Source: an optimization exercise on an open RTL-to-GDS flow (aim: small area, a short achievable clock period and few clock cycles per item). Production flows keep margins and buffers that such runs may drop.
Only simulation tests tie the RTL to the original design; equivalence was not proved.

==> flow/design.v, too long to show whole: its modules and the start of the top module <==
// module add_sub: 7 lines
// module multi: 1742 lines
// module benc: 5 lines
// module ainv: 3 lines
// module fa: 4 lines
// module ha: 4 lines
module multi #(parameter N = 32) (a,b,clk,out,load,done);
  // ...
==> flow/flow/run.sh <==
#!/bin/bash
# The standard layout (standard.sh, every step from synthesis to finish) with one change:
# the buffers that ORFS's buffer_ports puts on every input and output port are
# sky130_fd_sc_hd__buf_2 instead of the tool's default choice, a slow delay cell
# (clkdlybuf4s50_1) that adds about 0.4 ns to the port paths.
set -euo pipefail
export BUFFER_PORTS_ARGS="-buffer_cell sky130_fd_sc_hd__buf_2"
bash standard.sh > standard.log 2>&1
==> flow/standard.sh <==
#!/bin/bash
# synth_recipe.tcl (not shown) runs the flow's synth.tcl, then flattens the netlist and writes it again
# the make line also repeats each setting of config.mk as NAME=value (left out here)
make -C /OpenROAD-flow-scripts/flow DESIGN_CONFIG=/design/flow/config.mk WORK_HOME=/design/flow/orfs CLKGATE_MAP_FILE= SYNTH_SCRIPT=/design/flow/synth_recipe.tcl "${@:-finish}"
==> flow/config.mk <==
export PLATFORM = sky130hd
export DESIGN_NAME = multi
export DESIGN_NICKNAME = multi
export VERILOG_FILES = /design/flow/design.v
export SDC_FILE = /design/flow/constraint.sdc
export NUM_CORES = 4
export LEC_CHECK = 0
export ABC_AREA = 1
export CAP_MARGIN = 20
export CORE_MARGIN = 2
export CORE_UTILIZATION = 50
export SETUP_SLACK_MARGIN = 0.1
export SLEW_MARGIN = 20
export SYNTH_HIERARCHICAL = 1
==> flow/constraint.sdc <==
create_clock -name core_clock -period 4.0 [get_ports {clk}]
set_input_delay 0.8000 -clock core_clock [delete_from_list [all_inputs] [get_ports {clk}]]
set_output_delay 0.8000 -clock core_clock [all_outputs]
set_load 0.01 [all_outputs]
==> reports/summary.md, run 1 <==
### Outcome
- complete, no violations — run status

### Final layout
- 19.2% — P&R area growth vs syn
- 0.00459 sq mm — sequential standard cell area

### Run
- 0 — max capacitance violation total

### Setup path
- register — kind of end point of the critical path
- 3 — combined buffer and inverter count along the critical path
- sky130_fd_sc_hd__fa_2 — most frequent cell on the critical path
- b[5] — origin of the worst setup path
- 9 — maximum fanout along the worst path

### Logic synthesis
- 0 — fraction of registers with async set or reset after synthesis
- 0 — multiplexer share of the synthesized area
- 0.329 — adder-cell share of the synthesized area

### Routing
- met5 — top routing layer used
- 98,200 um — detailed-route wire length
- 8 — number of optimization iterations in the first detailed-route pass
- 0 — remaining antenna violation count

### Placed design
- -452 ps — pre-CTS setup slack
- 129 — quantity of I/O buffers inserted on ports

### Clocking
- 4 — CTS H-Tree Depth

### STA
- 0.980 — final worst-path cycle share
- 0 — Max Transition Viols Final

### Global routing
- 0.0598 — routing usage on met3

Testbench counts, summed over its fixed seeds: cycles 2,048, items 2,048.
==> inputs of run 2 (changes only) <==
--- a/flow/design.v
+++ b/flow/design.v
@@ -5,17 +5,17 @@
 input cin;
 assign add = a + b + cin;
 endmodule
 module multi #(parameter N = 32) (a,b,clk,out,load,done);
   input [N-1:0] a,b;
   input clk,load;
   output [2*N-1:0] out;
   output done;
-  reg [152:0] r;
+  reg [144:0] r;
   reg dn;
   wire neg0 = b[1];
   wire one0_0, two0_0, ng0_0;
   benc ue0_0 (b[1], b[0], 1'b0, one0_0, two0_0, ng0_0);
   wire one0_1, two0_1, ng0_1;
   benc ue0_1 (b[1], b[0], 1'b0, one0_1, two0_1, ng0_1);
   wire neg1 = b[3];
   wire one1_0, two1_0, ng1_0;
@@ -1519,16 +1519,17 @@
   wire s951, c952;
   fa us951 (c834, c726, s835, s951, c952);
   wire s953, c954;
   fa us953 (s837, p15_28, c836, s953, c954);
   wire s955, c956;
   fa us955 (c838, p15_29, s839, s955, c956);
   wire s957, c958;
   fa us957 (p15_30, c840, p14_32, s957, c958);
+  wire [10:0] lo = {1'b0, c854, c852, c850, c848, c846, c844, c842, s841, p0_1, neg0} + {1'b0, s855, s853, s851, s849, s847, s845, s843, p1_0, 1'b0, p0_0};
   always @(posedge clk) begin
     if (load) begin
       dn <= 1'b1;
       r[0] <= s579;
       r[1] <= c758;
       r[2] <= s759;
       r[3] <= s583;
       r[4] <= c760;
@@ -1610,81 +1611,73 @@
       r[80] <= s811;
       r[81] <= s687;
       r[82] <= s813;
       r[83] <= c812;
       r[84] <= s691;
       r[85] <= c814;
       r[86] <= s815;
       r[87] <= p15_31;
-      r[88] <= neg0;
-      r[89] <= p0_0;
-      r[90] <= p0_1;
-      r[91] <= s841;
-      r[92] <= p1_0;
-      r[93] <= c842;
-      r[94] <= s843;
-      r[95] <= c844;
-      r[96] <= s845;
-      r[97] <= c846;
-      r[98] <= s847;
-      r[99] <= c848;
-      r[100] <= s849;
-      r[101] <= c850;
-      r[102] <= s851;
-      r[103] <= c852;
-      r[104] <= s853;
-      r[105] <= c854;
-      r[106] <= s855;
-      r[107] <= c856;
-      r[108] <= s857;
-      r[109] <= c858;
-      r[110] <= s859;
-      r[111] <= c860;
-      r[112] <= s861;
-      r[113] <= c862;
-      r[114] <= s863;
-      r[115] <= c864;
-      r[116] <= s865;
-      r[117] <= c866;
-      r[118] <= s867;
-      r[119] <= c868;
-      r[120] <= s869;
-      r[121] <= c870;
-      r[122] <= s871;
-      r[123] <= c872;
-      r[124] <= s873;
-      r[125] <= c874;
-      r[126] <= s933;
-      r[127] <= c934;
-      r[128] <= s935;
-      r[129] <= c936;
-      r[130] <= s937;
-      r[131] <= c938;
-      r[132] <= s939;
-      r[133] <= c940;
-      r[134] <= s941;
-      r[135] <= c942;
-      r[136] <= s943;
-      r[137] <= c944;
-      r[138] <= s945;
-      r[139] <= c946;
-      r[140] <= s947;
-      r[141] <= c948;
-      r[142] <= s949;
-      r[143] <= c950;
-      r[144] <= s951;
-      r[145] <= c952;
-      r[146] <= s953;
-      r[147] <= c954;
-      r[148] <= s955;
-      r[149] <= c956;
-      r[150] <= s957;
-      r[151] <= c958;
-      r[152] <= p15_32;
+      r[88] <= lo[10];
+      r[89] <= lo[0];
+      r[90] <= lo[1];
+      r[91] <= lo[2];
+      r[92] <= lo[3];
+      r[93] <= lo[4];
+      r[94] <= lo[5];
+      r[95] <= lo[6];
+      r[96] <= lo[7];
+      r[97] <= lo[8];
+      r[98] <= lo[9];
+      r[99] <= c856;
+      r[100] <= s857;
+      r[101] <= c858;
+      r[102] <= s859;
+      r[103] <= c860;
+      r[104] <= s861;
+      r[105] <= c862;
+      r[106] <= s863;
+      r[107] <= c864;
+      r[108] <= s865;
+      r[109] <= c866;
+      r[110] <= s867;
+      r[111] <= c868;
+      r[112] <= s869;
+      r[113] <= c870;
+      r[114] <= s871;
+      r[115] <= c872;
+      r[116] <= s873;
+      r[117] <= c874;
+      r[118] <= s933;
+      r[119] <= c934;
+      r[120] <= s935;
+      r[121] <= c936;
+      r[122] <= s937;
+      r[123] <= c938;
+      r[124] <= s939;
+      r[125] <= c940;
+      r[126] <= s941;
+      r[127] <= c942;
+      r[128] <= s943;
+      r[129] <= c944;
+      r[130] <= s945;
+      r[131] <= c946;
+      r[132] <= s947;
+      r[133] <= c948;
+      r[134] <= s949;
+      r[135] <= c950;
+      r[136] <= s951;
+      r[137] <= c952;
+      r[138] <= s953;
+      r[139] <= c954;
+      r[140] <= s955;
+      r[141] <= c956;
+      r[142] <= s957;
+      r[143] <= c958;
+      r[144] <= p15_32;
     end
   end
   wire s875, c876;
   fa us875 (r[2], r[0], r[1], s875, c876);
   wire s877, c878;
   fa us877 (r[5], r[3], r[4], s877, c878);
   wire s879, c880;
   fa us879 (r[8], r[6], r[7], s879, c880);
@@ -1737,19 +1730,20 @@
   wire s927, c928;
   fa us927 (r[80], r[78], r[79], s927, c928);
   wire s929, c930;
   fa us929 (r[83], r[81], r[82], s929, c930);
   wire s931, c932;
   fa us931 (r[86], r[84], r[85], s931, c932);
   wire s959 = ~r[87];
   wire c960 = r[87];
-  wire [2*N-1:0] x0 = {1'b1, c960, r[151], r[149], r[147], r[145], r[143], r[141], r[139], r[137], r[135], r[133], r[131], r[129], r[127], c932, c930, c928, c926, c924, c922, c920, c918, c916, c914, c912, c910, c908, c906, c904, c902, c900, c898, c896, c894, c892, c890, c888, c886, c884, c882, c880, c878, c876, r[125], r[123], r[121], r[119], r[117], r[115], r[113], r[111], r[109], r[107], r[105], r[103], r[101], r[99], r[97], r[95], r[93], r[91], r[90], r[88]};
-  wire [2*N-1:0] x1 = {1'b0, r[152], s959, r[150], r[148], r[146], r[144], r[142], r[140], r[138], r[136], r[134], r[132], r[130], r[128], r[126], s931, s929, s927, s925, s923, s921, s919, s917, s915, s913, s911, s909, s907, s905, s903, s901, s899, s897, s895, s893, s891, s889, s887, s885, s883, s881, s879, s877, s875, r[124], r[122], r[120], r[118], r[116], r[114], r[112], r[110], r[108], r[106], r[104], r[102], r[100], r[98], r[96], r[94], r[92], 1'b0, r[89]};
-  assign out = x0 + x1;
+  wire [2*N-1:0] x0 = {1'b1, c960, r[143], r[141], r[139], r[137], r[135], r[133], r[131], r[129], r[127], r[125], r[123], r[121], r[119], c932, c930, c928, c926, c924, c922, c920, c918, c916, c914, c912, c910, c908, c906, c904, c902, c900, c898, c896, c894, c892, c890, c888, c886, c884, c882, c880, c878, c876, r[117], r[115], r[113], r[111], r[109], r[107], r[105], r[103], r[101], r[99], r[98], r[97], r[96], r[95], r[94], r[93], r[92], r[91], r[90], r[89]};
+  wire [2*N-1:0] x1 = {1'b0, r[144], s959, r[142], r[140], r[138], r[136], r[134], r[132], r[130], r[128], r[126], r[124], r[122], r[120], r[118], s931, s929, s927, s925, s923, s921, s919, s917, s915, s913, s911, s909, s907, s905, s903, s901, s899, s897, s895, s893, s891, s889, s887, s885, s883, s881, s879, s877, s875, r[116], r[114], r[112], r[110], r[108], r[106], r[104], r[102], r[100], 1'b0, 1'b0, 1'b0, 1'b0, 1'b0, 1'b0, 1'b0, 1'b0, 1'b0, 1'b0};
+  assign out[9:0] = x0[9:0];
+  assign out[2*N-1:10] = x0[2*N-1:10] + x1[2*N-1:10] + r[88];
   assign done = dn;
 endmodule
 module benc (input b1, input b0, input bm1, output onen, output twon, output neg);
   assign onen = ~(b0 ^ bm1);
   assign twon = ~((b1 & ~b0 & ~bm1) | (~b1 & b0 & bm1));
   assign neg = b1;
 endmodule
 module ainv #(parameter W = 32) (input [W-1:0] x, output [W-1:0] y);
==> flow/run.sh (new file) <==
#!/bin/bash
# synth_recipe.tcl (not shown) runs the flow's synth.tcl, then flattens the netlist and writes it again
# the make line also repeats each setting of config.mk as NAME=value (left out here)
make -C /OpenROAD-flow-scripts/flow DESIGN_CONFIG=/design/flow/config.mk WORK_HOME=/design/flow/orfs CLKGATE_MAP_FILE= SYNTH_SCRIPT=/design/flow/synth_recipe.tcl finish
==> flow/config.mk (replaced) <==
export PLATFORM = sky130hd
export DESIGN_NAME = multi
export DESIGN_NICKNAME = multi
export VERILOG_FILES = /design/flow/design.v
export SDC_FILE = /design/flow/constraint.sdc
export NUM_CORES = 4
export LEC_CHECK = 0
export ABC_AREA = 1
export CAP_MARGIN = 20
export CORE_MARGIN = 2
export CORE_UTILIZATION = 50
export SETUP_SLACK_MARGIN = 0.15
export SLEW_MARGIN = 20
export SYNTH_HIERARCHICAL = 1
removed: flow/flow/run.sh
removed: flow/standard.sh
==> reports/summary.md, run 2 <==
### Setup path
- 4100 ps — Critical Path AT, about the same
- input pin — sort of element at the start of the critical path, unchanged
- 12 — maximum fanout along the worst path, was 9
- 4200 ps — CP Data Required Time, was 4180 ps
- register — kind of end point of the critical path, unchanged
- input pin to register — worst setup path class, unchanged

### Logic synthesis
- sky130_fd_sc_hd__xor2_1 — cell with the most instances after synthesis, was sky130_fd_sc_hd__nand2_1
- sky130_fd_sc_hd__edfxtp_1 — top flip-flop cell by instance count after synthesis, unchanged
- sky130_fd_sc_hd__fa_1 (29%), sky130_fd_sc_hd__xor2_1 (16%), sky130_fd_sc_hd__edfxtp_1 (15%) — top area cells in the synthesized netlist, was sky130_fd_sc_hd__fa_1 (28%), sky130_fd_sc_hd__xor2_1 (16%), sky130_fd_sc_hd__edfxtp_1 (15%)
- sky130_fd_sc_hd__fa_1 — biggest area consumer among synthesized cells, unchanged
- 7 — Yosys warning total, unchanged
- 0 — fraction of registers with async set or reset after synthesis, unchanged
- 37 — Yosys cell types, was 31
- 8.64 sq um — syn_area_per_cell, was 8.39 sq um
- 0.292 — share of the synthesized area in the top cell type, was 0.283
- 145 — number of storage elements in the synthesis netlist, was 153
- 145 — number of enable flip-flop cells after synthesis, was 153
- 0.0293 sq mm — netlist area before placement, was 0.0301 sq mm
- sky130_fd_sc_hd__xor2_1 (549), sky130_fd_sc_hd__nand2_1 (547), sky130_fd_sc_hd__o22ai_1 (495) — list of most frequent post-synthesis cells, was sky130_fd_sc_hd__nand2_1 (693), sky130_fd_sc_hd__xor2_1 (552), sky130_fd_sc_hd__o22ai_1 (496)
- 0.149 — sequential element share of the synthesized area, was 0.153
- 3,394 — gate count of the mapped netlist, was 3,589

### Routing
- 0 — remaining antenna violation count, unchanged
- 22.9 um — detailed-route wire length per cell, was 21.5 um
- 103,000 um — detailed-route wire length, was 98,200 um
- 5.83 — post-detailed-route via-to-cell ratio, was 5.69
- 0 — DRC violation count after routing, unchanged
- 26,100 — Via Count, was 26,000
- 6 — number of optimization iterations in the first detailed-route pass, was 8
- 2,385 — iteration-0 DRC count of the detailed router, was 2,210

### Global routing
- 26,300 — vias in the first global route, was 26,000
- 2 — number of antenna violations at the first check in global routing, was 1
- 155,000 um — wire length of the first global-routing pass, was 150,000 um
- 0 — gr ovfl total, unchanged
- 0.336 — Total Routing Usage GR, was 0.312
- 59 — pin count of the biggest net entering global routing, was 98

### Clocking
- 0 — Post-CTS Hold Buffers, unchanged
- 2 — buffer levels on the longest clock path, unchanged
- 70 ps — register clock-pin slew on the reported worst setup and hold paths, was 60 ps
- sky130_fd_sc_hd__clkbuf_16 — root buf cell, unchanged
- 4 — CTS H-Tree Depth, unchanged
- yes — TritonCTS clock tree, unchanged
- 145 — number of clock sinks, was 153
- 17 — number of CTS-inserted buffers, unchanged

### Final layout
- 4,301 — NumNets Final, was 4,381
- sky130_fd_sc_hd__xor2_1 (504), sky130_fd_sc_hd__nand2_1 (474), sky130_fd_sc_hd__o22ai_1 (410) — most frequent cells in the layout, was sky130_fd_sc_hd__nand2_1 (666), sky130_fd_sc_hd__xor2_1 (534), sky130_fd_sc_hd__o22ai_1 (461)
- r: 145 flops — registers with the most flip-flops, was r: 153 flops
- 0.295 — ratio of cells with drive above 1 in the final layout, was 0.209
- r — largest register by flop count, unchanged
- 0.659 — share of the core filled with cells, was 0.605
- 145 — max reg flops, was 153
- 0 — final antenna diode count, unchanged
- 29.9% — P&R area growth vs syn, was 19.2%
- sky130_fd_sc_hd__xor2_1 — most common cell after layout, fill and taps aside, was sky130_fd_sc_hd__nand2_1

### Die
- 0.0578 sq mm — placeable core region, was 0.0592 sq mm
- 88 — number of rows created at floorplan, was 89
- 0.507 — initial core utilization, was 0.508
- 246 um — overall die width, was 249 um
- 131 — IO Pins, unchanged
- 246 um — DIE HEIGHT, was 249 um
- 0.0606 sq mm — full die area, was 0.0622 sq mm

### Placed design
- 129 — quantity of I/O buffers inserted on ports, unchanged
- 0.972 — last weighted congestion value of the routability-driven placer, was 0.965
- -792 ps — pre-CTS setup slack, was -452 ps
- 82,100 um — placed wire-length estimate after detailed placement, was 81,300 um

### STA
- yes — RSZ-0062 raised after global routing, unchanged
- 256 MHz — Peak Freq, was 255 MHz
- 0 — Max Transition Viols Final, unchanged
- 0 — total setup violations reported at the end of the flow, unchanged
- 0.585 — worst-case headroom to the max-slew limit, was 0.621
- 0.976 — final worst-path cycle share, was 0.980
- 622 ps — pin slew with the least headroom to its limit, was 568 ps
- 0 — final hold vios, unchanged
- 3900 ps — final critical delay including setup and external delays, was 3920 ps
- 97.2 ps — worst path setup slack after routing, was 80.1 ps

### Run
- 0 — max capacitance violation total, unchanged

### Min path
- r[89]$_DFFE_PP_ — end point of the most critical hold path, was r[90]$_DFFE_PP_
- input pin to register — Hold Path Class, unchanged
- 1 — number of stages on the worst hold path, unchanged
- load — start point of the worst hold path, unchanged

### Outcome
- complete, no violations — run status, unchanged

[run 2: changes by cell type after synthesis, sizes merged, moves of 5 or more]
cell / change
edfxtp: -8
inv: -69
buf: +13
nand2: -150
xnor2: +5
nor2: -15
nand3: +13
clkbuf: -6
[run 2: modules after synthesis (local to each module, per instance), a selection]
| module | flip-flops and latches | area (sq um) | copies in the design | cells |
|---|---|---|---|---|
| multi | 145 | 18900 | 1 | 2642 |
| fa | 0 | 20.0 | 425 | 1 |
| benc | 0 | 36.3 | 32 | 7 |
| ha | 0 | 12.5 | 39 | 1 |
[run 2: worst max path at each step]
| stage | slack [ps] | end | start | cells after the start |
|---|---|---|---|---|
| after detailed placement | -790 | r[56]$_DFFE_PP_ | b[4] | 10 |
| final | 100 | r[47]$_DFFE_PP_ | a[3] | 9 |
| after CTS | 130 | out[39] | r[49]$_DFFE_PP_ | 12 |
| after floorplan | 20 | r[44]$_DFFE_PP_ | b[13] | 11 |
| after global placement | -780 | r[17]$_DFFE_PP_ | b[4] | 13 |
| after global routing | 30 | r[50]$_DFFE_PP_ | a[30] | 9 |
[run 2: timing repair]
action	4_1_cts	5_1_grt
gates cloned	5	2
setup endpoints to repair	144	116
setup buffers	29	39
pin swaps	110	183
gates resized for setup	466	351
[run 2: critical path: stages]
cell	delay, ps
sky130_fd_sc_hd__clkdlybuf4s50_1	550
sky130_fd_sc_hd__clkinvlp_4	130
sky130_fd_sc_hd__buf_12	160
sky130_fd_sc_hd__o22ai_1	220
sky130_fd_sc_hd__xor2_1	200
sky130_fd_sc_hd__fa_1	480
sky130_fd_sc_hd__fa_1	550
sky130_fd_sc_hd__fa_1	570
sky130_fd_sc_hd__fa_2	440
[run 2: cell families (layout without fill, tap and decap cells)]
family	count (synthesis)	count (layout)	share of synthesized area
adders and majority gates	538	538	0.339
DFF	145	145	0.149
buffers and inverters	738	1049	0.102
other	2	7	0.000256
xor gates and xnor gates	594	594	0.178
AOI/OAI and AO/OA	609	609	0.126
and+or+nand+nor	768	768	0.105
[run 2: through the flow]
| stage | setup TNS, ps | cell area (sq um) | instances | hold slack (ps) |
|---|---|---|---|---|
| after floorplan | 0 | 29900 | 3399 | 912 |
| after global placement | -61140 | 34200 | 4368 | 1310 |
| after detailed placement | -64300 | 34200 | 4368 | 1310 |
| after CTS | 0 | 36400 | 4434 | 837 |
| after global routing | 0 | 38100 | 4475 | 833 |
| final | 0 | 38100 | 4475 | 811 |
[run 2: cell type report]
type / count / area (sq um)
timing repair inverter: 2 / 15.0
tap: 765 / 957
clock inverter: 14 / 121
inverter: 378 / 1470
multi-input combinational: 2516 / 24600
clock buffer: 18 / 429
sequential: 145 / 4350
fill: 4747 / 19700
timing repair buffer: 637 / 6130
[run 2: per-layer routing]
layer,global-route usage,vias to the layer above,part of all wire
met1,0.487,13000,0.43
met4,0.105,2,0.034
met5,0,-,0.00015
li1,-,11600,-
met2,0.522,1311,0.45
met3,0.0458,211,0.090
Testbench counts of run 2, summed over its fixed seeds: cycles 2,048, items 2,048.
==> inputs of run 3 (changes only) <==
==> flow/flow/run.sh (new file) <==
#!/bin/bash
# The standard layout (standard.sh, every step from synthesis to finish) with one change:
# the buffers that ORFS's buffer_ports puts on every input and output port are
# sky130_fd_sc_hd__buf_2 instead of the tool's default choice, a slow delay cell
# (clkdlybuf4s50_1) that adds about 0.4 ns to the port paths.
set -euo pipefail
export BUFFER_PORTS_ARGS="-buffer_cell sky130_fd_sc_hd__buf_2"
bash standard.sh > standard.log 2>&1
==> flow/standard.sh (new file) <==
#!/bin/bash
# synth_recipe.tcl (not shown) runs the flow's synth.tcl, then flattens the netlist and writes it again
# the make line also repeats each setting of config.mk as NAME=value (left out here)
make -C /OpenROAD-flow-scripts/flow DESIGN_CONFIG=/design/flow/config.mk WORK_HOME=/design/flow/orfs CLKGATE_MAP_FILE= SYNTH_SCRIPT=/design/flow/synth_recipe.tcl "${@:-finish}"
--- a/flow/config.mk
+++ b/flow/config.mk
@@ -9,6 +9,6 @@
 export CAP_MARGIN = 20
 export CORE_MARGIN = 2
 export CORE_UTILIZATION = 50
-export SETUP_SLACK_MARGIN = 0.15
+export SETUP_SLACK_MARGIN = 0.1
 export SLEW_MARGIN = 20
 export SYNTH_HIERARCHICAL = 1
removed: flow/run.sh
==> reports/summary.md, run 3 <==
### Outcome
- complete, no violations — run status, unchanged

### Logic synthesis
- sky130_fd_sc_hd__fa_1 — biggest area consumer among synthesized cells, unchanged
- 0 — fraction of registers with async set or reset after synthesis, unchanged
- sky130_fd_sc_hd__edfxtp_1 — top flip-flop cell by instance count after synthesis, unchanged
- 0.0293 sq mm — netlist area before placement, unchanged
- 0.292 — share of the synthesized area in the top cell type, unchanged
- 7 — Yosys warning total, unchanged
- 145 — number of storage elements in the synthesis netlist, unchanged
- sky130_fd_sc_hd__xor2_1 (549), sky130_fd_sc_hd__nand2_1 (547), sky130_fd_sc_hd__o22ai_1 (495) — list of most frequent post-synthesis cells, unchanged
- 37 — Yosys cell types, unchanged
- 0.149 — sequential element share of the synthesized area, unchanged
- sky130_fd_sc_hd__xor2_1 — cell with the most instances after synthesis, unchanged
- 8.64 sq um — syn_area_per_cell, unchanged
- 145 — number of enable flip-flop cells after synthesis, unchanged
- 3,394 — gate count of the mapped netlist, unchanged
- sky130_fd_sc_hd__fa_1 (29%), sky130_fd_sc_hd__xor2_1 (16%), sky130_fd_sc_hd__edfxtp_1 (15%) — top area cells in the synthesized netlist, unchanged

### Routing
- 5.79 — post-detailed-route via-to-cell ratio, was 5.83
- 22.1 um — detailed-route wire length per cell, was 22.9 um
- 96,300 um — detailed-route wire length, was 103,000 um
- 0 — DRC violation count after routing, unchanged
- 25,300 — Via Count, was 26,100
- 2,254 — iteration-0 DRC count of the detailed router, was 2,385
- 6 — number of optimization iterations in the first detailed-route pass, unchanged
- 0 — remaining antenna violation count, unchanged

### Global routing
- 3 — number of antenna violations at the first check in global routing, was 2
- 0.319 — Total Routing Usage GR, was 0.336
- 0 — gr ovfl total, unchanged
- 147,000 um — wire length of the first global-routing pass, was 155,000 um
- 25,300 — vias in the first global route, was 26,300
- 66 — pin count of the biggest net entering global routing, was 59

### Die
- 246 um — DIE HEIGHT, unchanged
- 246 um — overall die width, unchanged
- 0.507 — initial core utilization, unchanged
- 0.0606 sq mm — full die area, unchanged
- 131 — IO Pins, unchanged
- 88 — number of rows created at floorplan, unchanged
- 0.0578 sq mm — placeable core region, unchanged

### Final layout
- 19.1% — P&R area growth vs syn, was 29.9%
- sky130_fd_sc_hd__xor2_1 — most common cell after layout, fill and taps aside, unchanged
- sky130_fd_sc_hd__xor2_1 (540), sky130_fd_sc_hd__nand2_1 (529), sky130_fd_sc_hd__o22ai_1 (463) — most frequent cells in the layout, was sky130_fd_sc_hd__xor2_1 (504), sky130_fd_sc_hd__nand2_1 (474), sky130_fd_sc_hd__o22ai_1 (410)
- 0.0349 sq mm — post-route cell area, was 0.0381 sq mm
- 0 — final antenna diode count, unchanged
- 4,192 — NumNets Final, was 4,301
- r: 145 flops — registers with the most flip-flops, unchanged
- 0.213 — ratio of cells with drive above 1 in the final layout, was 0.295
- r — largest register by flop count, unchanged
- 145 — max reg flops, unchanged

### STA
- yes — RSZ-0062 raised after global routing, unchanged
- 621 ps — pin slew with the least headroom to its limit, was 622 ps
- 256 MHz — Peak Freq, about the same
- 0.975 — final worst-path cycle share, was 0.976
- 0 — Max Transition Viols Final, unchanged
- 0 ps — post-route setup TNS, unchanged
- 0 — final hold vios, unchanged
- 3900 ps — final critical delay including setup and external delays, about the same
- 0.586 — worst-case headroom to the max-slew limit, was 0.585
- 808 ps — worst hold slack after final layout, was 811 ps
- 0 — total setup violations reported at the end of the flow, unchanged

### Setup path
- 4080 ps — Critical Path AT, was 4100 ps
- 8 — maximum fanout along the worst path, was 12
- 4180 ps — CP Data Required Time, was 4200 ps
- register — kind of end point of the critical path, unchanged
- input pin — sort of element at the start of the critical path, unchanged
- b[15] — origin of the worst setup path, was a[3]
- input pin to register — worst setup path class, unchanged

### Placed design
- 129 — quantity of I/O buffers inserted on ports, unchanged
- 0.0331 sq mm — placed cell area, was 0.0342 sq mm
- 79,300 um — placed wire-length estimate after detailed placement, was 82,100 um
- 0.991 — last weighted congestion value of the routability-driven placer, was 0.972

### Min path
- input pin to register — Hold Path Class, unchanged
- load — start point of the worst hold path, unchanged

### Clocking
- 2 — buffer levels on the longest clock path, unchanged
- 0 — Post-CTS Hold Buffers, unchanged
- yes — TritonCTS clock tree, unchanged
- 60 ps — register clock-pin slew on the reported worst setup and hold paths, was 70 ps
- 4 — CTS H-Tree Depth, unchanged
- sky130_fd_sc_hd__clkbuf_16 — root buf cell, unchanged
- 17 — number of CTS-inserted buffers, unchanged
- 145 — number of clock sinks, unchanged

### Run
- 0 — max capacitance violation total, unchanged

[run 3: repair_timing]
action | 4_1_cts | 5_1_grt
resized for setup | 23 | 220
setup endpoints to repair | 27 | 71
cloned | 0 | 3
hold endpoints to repair | 0 | 0
pin swaps | 0 | 61
setup buffers | 0 | 14
[run 3: kinds of logic (layout without fill, tap and decap cells)]
| kind of cell | after synthesis | count (layout) | share of synthesized area |
|---|---|---|---|
| compound gates | 609 | 609 | 0.126 |
| simple gates | 768 | 768 | 0.105 |
| fa+ha+maj | 538 | 538 | 0.339 |
| other cells | 2 | 7 | 0.000256 |
| buf+inv | 738 | 939 | 0.102 |
| xor+xnor | 594 | 594 | 0.178 |
| flops | 145 | 145 | 0.149 |
[run 3: Yosys stat by module (local to each module, per instance), excerpt]
module	flip-flops and latches	area, sq um	cells inside
benc	0	36.3	7
ha	0	12.5	1
fa	0	20.0	1
multi	145	18900	2642
[run 3: area by class of cell]
| type | count | area, sq um |
|---|---|---|
| clock buffers | 21 | 440 |
| clock inverters | 10 | 113 |
| fillers | 5123 | 22900 |
| inverters | 378 | 1420 |
| multi-input cells | 2516 | 23100 |
| flip-flops and latches | 145 | 4350 |
| well taps | 765 | 957 |
| repair buffers | 530 | 4540 |
[run 3: per-stage QoR]
| step | std cells | util | worst slack [ps] |
|---|---|---|---|
| floorplan | 3399 | - | 18.1 |
| detailed placement | 4317 | 0.573 | -414 |
| global placement | 4317 | 0.573 | -365 |
| global route | 4365 | 0.604 | 32.1 |
| CTS | 4348 | 0.584 | 76.5 |
| finish | 4365 | 0.604 | 101 |
[run 3: path summary, 6_finish.rpt]
check               to  slack (ps)  depth (start not counted)
min    r[89]$_DFFE_PP_         810                          1
max    r[47]$_DFFE_PP_         100                         11
[run 3: critical path, cell delays in order]
cell,delay (ps)
sky130_fd_sc_hd__buf_2,140
sky130_fd_sc_hd__buf_12,150
sky130_fd_sc_hd__xnor2_1,170
sky130_fd_sc_hd__buf_4,190
sky130_fd_sc_hd__o22ai_2,100
sky130_fd_sc_hd__xor2_1,170
sky130_fd_sc_hd__fa_2,450
sky130_fd_sc_hd__fa_1,550
sky130_fd_sc_hd__fa_1,460
sky130_fd_sc_hd__fa_2,420
sky130_fd_sc_hd__fa_2,460
[run 3: per-layer routing]
layer  track usage  share of wire
met1         0.438           0.42
met2         0.498           0.45
met3        0.0870           0.10
met4        0.0811          0.024
met5             0        0.00036
==> inputs of run 4 (changes only) <==
==> flow/flow/run.sh (replaced) <==
#!/bin/bash
# The standard layout (standard.sh, every step from synthesis to finish) with two changes:
# - the buffers that ORFS's buffer_ports puts on every input and output port are
#   sky130_fd_sc_hd__buf_2 instead of the tool's default choice, a slow delay cell
#   (clkdlybuf4s50_1) that adds about 0.4 ns to the port paths;
# - after global routing, ORFS's power recovery (repair_timing -recover_power) downsizes
#   gates on paths that have slack to spare.
set -euo pipefail
export BUFFER_PORTS_ARGS="-buffer_cell sky130_fd_sc_hd__buf_2"
export RECOVER_POWER=100
bash standard.sh > standard.log 2>&1
==> reports/summary.md, run 4 <==
### Outcome
- finished with violations — run status, was complete, no violations
- max-capacitance violations, max-slew violations — layout check failures

### Final layout
- 0 — final antenna diode count, unchanged
- sky130_fd_sc_hd__xor2_1 — most common cell after layout, fill and taps aside, unchanged
- r — largest register by flop count, unchanged
- 4,365 — non-filler instance count after layout, unchanged
- 18.5% — P&R area growth vs syn, was 19.1%
- 0.601 — share of the core filled with cells, was 0.604
- sky130_fd_sc_hd__xor2_1 (541), sky130_fd_sc_hd__nand2_1 (531), sky130_fd_sc_hd__o22ai_1 (464) — most frequent cells in the layout, was sky130_fd_sc_hd__xor2_1 (540), sky130_fd_sc_hd__nand2_1 (529), sky130_fd_sc_hd__o22ai_1 (463)
- 5,183 — fillers, was 5,123
- r: 145 flops — registers with the most flip-flops, unchanged
- 145 — max reg flops, unchanged
- 0.196 — ratio of cells with drive above 1 in the final layout, was 0.213
- 4,192 — NumNets Final, unchanged

### Logic synthesis
- 0 — fraction of registers with async set or reset after synthesis, unchanged
- 0.0293 sq mm — netlist area before placement, unchanged
- sky130_fd_sc_hd__xor2_1 (549), sky130_fd_sc_hd__nand2_1 (547), sky130_fd_sc_hd__o22ai_1 (495) — list of most frequent post-synthesis cells, unchanged
- 8.64 sq um — syn_area_per_cell, unchanged
- 3,394 — gate count of the mapped netlist, unchanged
- 37 — Yosys cell types, unchanged
- 145 — number of storage elements in the synthesis netlist, unchanged
- sky130_fd_sc_hd__edfxtp_1 — top flip-flop cell by instance count after synthesis, unchanged
- sky130_fd_sc_hd__fa_1 (29%), sky130_fd_sc_hd__xor2_1 (16%), sky130_fd_sc_hd__edfxtp_1 (15%) — top area cells in the synthesized netlist, unchanged
- 145 — number of enable flip-flop cells after synthesis, unchanged
- sky130_fd_sc_hd__fa_1 — biggest area consumer among synthesized cells, unchanged
- 0.292 — share of the synthesized area in the top cell type, unchanged
- 0.149 — sequential element share of the synthesized area, unchanged
- sky130_fd_sc_hd__xor2_1 — cell with the most instances after synthesis, unchanged
- 7 — Yosys warning total, unchanged

### Die
- 0.0578 sq mm — placeable core region, unchanged
- 246 um — overall die width, unchanged
- 131 — IO Pins, unchanged
- 88 — number of rows created at floorplan, unchanged
- 0.0606 sq mm — full die area, unchanged
- 246 um — DIE HEIGHT, unchanged
- 0.507 — initial core utilization, unchanged

### Setup path
- 4180 ps — CP Data Required Time, about the same
- 4110 ps — Critical Path AT, was 4080 ps
- input pin to register — worst setup path class, unchanged
- sky130_fd_sc_hd__fa_1 — cell with the largest stage delay on the worst path, unchanged
- input pin — sort of element at the start of the critical path, unchanged
- register — kind of end point of the critical path, unchanged
- sky130_fd_sc_hd__fa_1 — most frequent cell on the critical path, was sky130_fd_sc_hd__fa_2
- clkbuf_4 > xnor2_1 > buf_4 > clkbuf_1 > o22ai_1 > xor2_1 > fa_1 > fa_1 > fa_2 > fa_2 > fa_1 — CP Cell Sequence, was buf_2 > buf_12 > xnor2_1 > buf_4 > o22ai_2 > xor2_1 > fa_2 > fa_1 > fa_1 > fa_2 > fa_2
- 11 — maximum fanout along the worst path, was 8
- 450 ps — critical path's largest stage delay, was 550 ps

### STA
- 0 — total setup violations reported at the end of the flow, unchanged
- 1650 ps — pin slew with the least headroom to its limit, was 621 ps
- 0.983 — final worst-path cycle share, was 0.975
- 0 — final hold vios, unchanged
- 3930 ps — final critical delay including setup and external delays, was 3900 ps
- 127 — Max Transition Viols Final, was 0
- -0.100 — worst-case headroom to the max-slew limit, was 0.586
- 254 MHz — Peak Freq, was 256 MHz
- yes — RSZ-0062 raised after global routing, unchanged

### Placed design
- 79,300 um — placed wire-length estimate after detailed placement, unchanged
- 129 — quantity of I/O buffers inserted on ports, unchanged
- 4,317 — total instance count after detailed placement, unchanged
- 0.991 — last weighted congestion value of the routability-driven placer, unchanged

### Routing
- 6 — number of optimization iterations in the first detailed-route pass, unchanged
- 0 — DRC violation count after routing, unchanged
- 0 — remaining antenna violation count, unchanged
- 96,500 um — detailed-route wire length, was 96,300 um
- 22.1 um — detailed-route wire length per cell, about the same
- 25,300 — Via Count, about the same
- 5.80 — post-detailed-route via-to-cell ratio, was 5.79
- 2,412 — iteration-0 DRC count of the detailed router, was 2,254

### Clocking
- 2 — buffer levels on the longest clock path, unchanged
- yes — TritonCTS clock tree, unchanged
- 4 — CTS H-Tree Depth, unchanged
- sky130_fd_sc_hd__clkbuf_16 — root buf cell, unchanged
- 145 — number of clock sinks, unchanged
- 60 ps — register clock-pin slew on the reported worst setup and hold paths, about the same
- 17 — number of CTS-inserted buffers, unchanged
- 0 — Post-CTS Hold Buffers, unchanged

### Min path
- r[144]$_DFFE_PP_ — end point of the most critical hold path, was r[89]$_DFFE_PP_
- input pin to register — Hold Path Class, unchanged
- b[31] — start point of the worst hold path, was load
- 3 — number of stages on the worst hold path, was 1

### Global routing
- 0.319 — Total Routing Usage GR, unchanged
- 3 — number of antenna violations at the first check in global routing, unchanged
- 25,300 — vias in the first global route, unchanged
- 66 — pin count of the biggest net entering global routing, unchanged
- 147,000 um — wire length of the first global-routing pass, unchanged
- 0 — gr ovfl total, unchanged

### Run
- 2 — max capacitance violation total, was 0

[run 4: cell type report]
class,instances,area [sq um],share of cell area
clock buffers,21,440,0.0127
clock inverters,10,113,0.00324
inverters,378,1420,0.0409
multi-input cells,2516,23000,0.663
flip-flops and latches,145,4350,0.125
well taps,765,957,0.0276
repair buffers,530,4430,0.127
[run 4: kinds of logic (layout without fill, tap and decap cells)]
family / count (synthesis) / in the layout / synth area share
AND/OR/NAND/NOR: 768 / 768 / 0.105
buffers and inverters: 738 / 939 / 0.102
AO/OA/AOI/OAI: 609 / 609 / 0.126
XOR/XNOR: 594 / 594 / 0.178
adder cells (fa/ha/maj): 538 / 538 / 0.339
flip-flops: 145 / 145 / 0.149
other: 2 / 7 / 0.000256
[run 4: per-stage QoR]
stage               instance area, sq um  setup WS [ps]  TNS (ps)  hold WS [ps]
floorplan                          29800           18.1         0           912
global route                       34700           6.50         0          1100
CTS                                33800           76.5         0           821
detailed placement                 33100           -414    -17790          1210
global placement                   33100           -365    -14860          1210
finish                             34700           68.2         0          1080
[run 4: what timing repair did]
| action | in CTS | in global routing |
|---|---|---|
| hold endpoints to repair | 0 | 0 |
| resized for setup | 23 | 220 |
| cloned | 0 | 3 |
| setup buffers | 0 | 14 |
| endpoints found under the setup margin | 27 | 71 |
| pin swaps | 0 | 61 |
[run 4: worst max path at each step]
stage	start	to	slack (ps)	depth (start not counted)
after floorplan	b[13]	r[44]$_DFFE_PP_	20	11
after global placement	b[15]	r[47]$_DFFE_PP_	-360	11
after detailed placement	b[3]	r[98]$_DFFE_PP_	-410	19
after CTS	r[51]$_DFFE_PP_	out[47]	80	13
after global routing	r[28]$_DFFE_PP_	out[58]	6	13
final	b[21]	r[118]$_DFFE_PP_	70	11
[run 4: routing by layer]
layer / routed length, um / share of wire / track usage
met1: 40800 / 0.42 / 0.438
met2: 43500 / 0.45 / 0.498
met3: 9710 / 0.10 / 0.0870
met4: 2370 / 0.025 / 0.0811
met5: 35 / 0.00036 / 0
[run 4: modules after synthesis (local to each module, per instance), excerpt]
module	times used	flip-flops and latches	area, sq um	cells inside
multi	1	145	18900	2642
benc	32	0	36.3	7
ha	39	0	12.5	1
fa	425	0	20.0	1
[run 4: worst max-delay path, delay by kind of cell]
kind | cells | cell delay (ps)
xor+xnor | 2 | 350
buf+inv | 3 | 690
fa+ha+maj | 5 | 2070
compound gates | 1 | 190

static timing again, ports no longer ideal:
How much do the figures lean on ideal ports? The routed layouts below were timed once more, with nothing changed but the port constraints. Step 1, drivers: a clkbuf_16 drives clk and a buf_2 each remaining input, both assumed. Step 2 times the ports against the registers' clock, not the clock port: input delays grow and output delays shrink by t, the midpoint of the rising clock arrivals with the driver on. Three values: ideal ports, drivers, drivers and shift; two values: the first two.
run | shift t [ns] | setup slack, ns | worst setup path after step 2
run 1 | 0.492 | 0.080 / 0.113 / -0.380 | input to register
run 2 | 0.492 | 0.097 / 0.120 / -0.373 | input to register
run 3 | 0.491 | 0.101 / 0.121 / -0.370 | input to register
run 4 | 0.491 | 0.068 / 0.095 / -0.397 | input to register
The setup slack of run 3, which loses most, moves by +0.020 ns with the drivers and by -0.471 ns with both steps.
